This design comes from an exercise in tuning for small area on the open sky130 flow, not from production work.
Function was checked by simulation only, so behaviour that the tests miss may differ from the original.
Power figures rest on the tool's default switching activity, not on a simulated workload.

==> run M: inputs <==
## kl10_edp
module kl10_edp (
  input clk,
  input ad_cry_06_h,
  input ad_cry_12_h,
  input ad_cry_18_h,
  input ad_cry_24_h,
  input ad_cry_30_h,
  input ad_cry_36_b_h,
  input ad_cry_m02_a_h,
  input adx_cry_06_h,
  input adx_cry_12_h,
  input adx_cry_18_h,
  input adx_cry_24_h,
  input adx_cry_30_h,
  input apr_fm_adr_10_h,
  input apr_fm_adr_1_h,
  input apr_fm_adr_2_h,
  input apr_fm_adr_4_h,
  input apr_fm_block_1_h,
  input apr_fm_block_2_h,
  input apr_fm_block_4_h,
  input armm_00_h,
  input armm_01_h,
  input armm_02_h,
  input armm_03_h,
  input armm_04_h,
  input armm_05_h,
  input armm_06_h,
  input armm_07_h,
  input armm_08_h,
  input armm_09_h,
  input armm_10_h,
  input armm_11_h,
  input armm_12_h,
  input armm_13_h,
  input armm_14_h,
  input armm_15_h,
  input armm_16_h,
  input armm_17_h,
  input armm_18_h,
  input armm_19_h,
  input armm_20_h,
  input armm_21_h,
  input armm_22_h,
  input armm_23_h,
  input armm_24_h,
  input armm_25_h,
  input armm_26_h,
  input armm_27_h,
  input armm_28_h,
  input armm_29_h,
  input armm_30_h,
  input armm_31_h,
  input armm_32_h,
  input armm_33_h,
  input armm_34_h,
  input armm_35_h,
  input arx_36_h,
  input arx_37_h,
  input brx_36_h,
  input cache_data_00_b_h,
  input cache_data_01_b_h,
  input cache_data_02_b_h,
  input cache_data_03_b_h,
  input cache_data_04_b_h,
  input cache_data_05_b_h,
  input cache_data_06_b_h,
  input cache_data_07_b_h,
  input cache_data_08_b_h,
  input cache_data_09_b_h,
  input cache_data_10_b_h,
  input cache_data_11_b_h,
  input cache_data_12_b_h,
  input cache_data_13_b_h,
  input cache_data_14_b_h,
  input cache_data_15_b_h,
  input cache_data_16_b_h,
  input cache_data_17_b_h,
  input cache_data_18_b_h,
  input cache_data_19_b_h,
  input cache_data_20_b_h,
  input cache_data_21_b_h,
  input cache_data_22_b_h,
  ...
export LEC_CHECK = 0
export CAP_MARGIN = 20
export CORE_MARGIN = 2
export CORE_UTILIZATION = 40
export SLEW_MARGIN = 20
create_clock -name core_clock -period 7.0 [get_ports {clk}]
standard.sh (not shown) runs the stock make flow with config.mk's settings and CLKGATE_MAP_FILE= SYNTH_SCRIPT=/design/flow/synth_recipe.tcl, a recipe that flattens the netlist after the stock synthesis.
==> flow/flow/run.sh <==
#!/bin/bash
set -euo pipefail
export BUFFER_PORTS_ARGS="-buffer_cell sky130_fd_sc_hd__buf_1"
bash standard.sh > standard_flow.log 2>&1
==> run P: changes against run M <==
==> flow/flow/run.sh (replaced) <==
#!/bin/bash
set -euo pipefail
export BUFFER_PORTS_ARGS="-buffer_cell sky130_fd_sc_hd__buf_1"
export RECOVER_POWER=100
bash standard.sh > standard_flow.log 2>&1
--- a/flow/config.mk
+++ b/flow/config.mk
@@ -8,4 +8,5 @@
 export CAP_MARGIN = 20
+export CORE_ASPECT_RATIO = 0.5
 export CORE_MARGIN = 2
-export CORE_UTILIZATION = 40
+export CORE_UTILIZATION = 55
 export SLEW_MARGIN = 20
==> run A: changes against run M <==
==> flow/flow/run.sh (replaced) <==
#!/bin/bash
set -euo pipefail
export BUFFER_PORTS_ARGS="-buffer_cell sky130_fd_sc_hd__buf_1"
export RECOVER_POWER=100
bash standard.sh > standard_flow.log 2>&1
--- a/flow/config.mk
+++ b/flow/config.mk
@@ -9,3 +9,3 @@
 export CORE_MARGIN = 2
-export CORE_UTILIZATION = 40
+export CORE_UTILIZATION = 60
 export SLEW_MARGIN = 20
==> run G: changes against run M <==
==> flow/run.sh (new file) <==
#!/bin/bash
# synth_recipe.tcl (not shown) runs the flow's synth.tcl, then flattens the netlist and writes it again
# the make line also repeats each setting of config.mk as NAME=value (left out here)
make -C /OpenROAD-flow-scripts/flow DESIGN_CONFIG=/design/flow/config.mk WORK_HOME=/design/flow/orfs CLKGATE_MAP_FILE= SYNTH_SCRIPT=/design/flow/synth_recipe.tcl finish
removed: flow/flow/run.sh
removed: flow/standard.sh
==> summary of the runs <==
Run G went through all stages and came out clean. Run A stopped in I/O pin placement with PPL-0024. Run P finished with capacitance limit, slew limit left. Run M finished clean. In sequential power, run M and run P hardly differ. Between run G and run P, the lower combinational power is in run P (gap about 34%, measured against run P). Synthesized cell count is the same in run A and run G. Critical path depth, lowest first: run P, run M, run G. The lowest wire length belongs to run P, the highest to run G. In run P the non-clock buffer count is lower than in run M, by 14. First-iteration DRC count, highest first: run P, run G, run M. Of run P and run G, run G has the higher die area (gap about 27%, measured against run G).

[afterwards: timing with drivers on the ports]
Ports are ideal in the flow. The routed layouts listed here were re-timed in OpenROAD.
Step 1 assumes that a clkbuf_16 drives the clock port and a buf_2 every other input.
Step 2 times the ports against the registers' clock, not the clock port: input delays grow and output delays shrink by t, the midpoint of the rising clock arrivals with the driver on.
Slacks: ideal ports / drivers / drivers and shift; pairs: ideal ports / drivers.
run	t (ns)	setup WS [ns]	hold WS [ns]	latest minus earliest clock arrival (ns)
run M	0.530	0.634 / 0.608 / 0.608	0.617 / 0.617 / 0.617	0.011 / 0.011
run P	0.526	0.225 / 0.198 / 0.198	0.616 / 0.616 / 0.616	0.018 / 0.018
run G	0.519	0.178 / 0.125 / 0.125	0.626 / 0.626 / 0.626	0.014 / 0.014
The setup slack of run G, which loses most, moves by -0.053 ns with the drivers and by -0.053 ns with both steps.
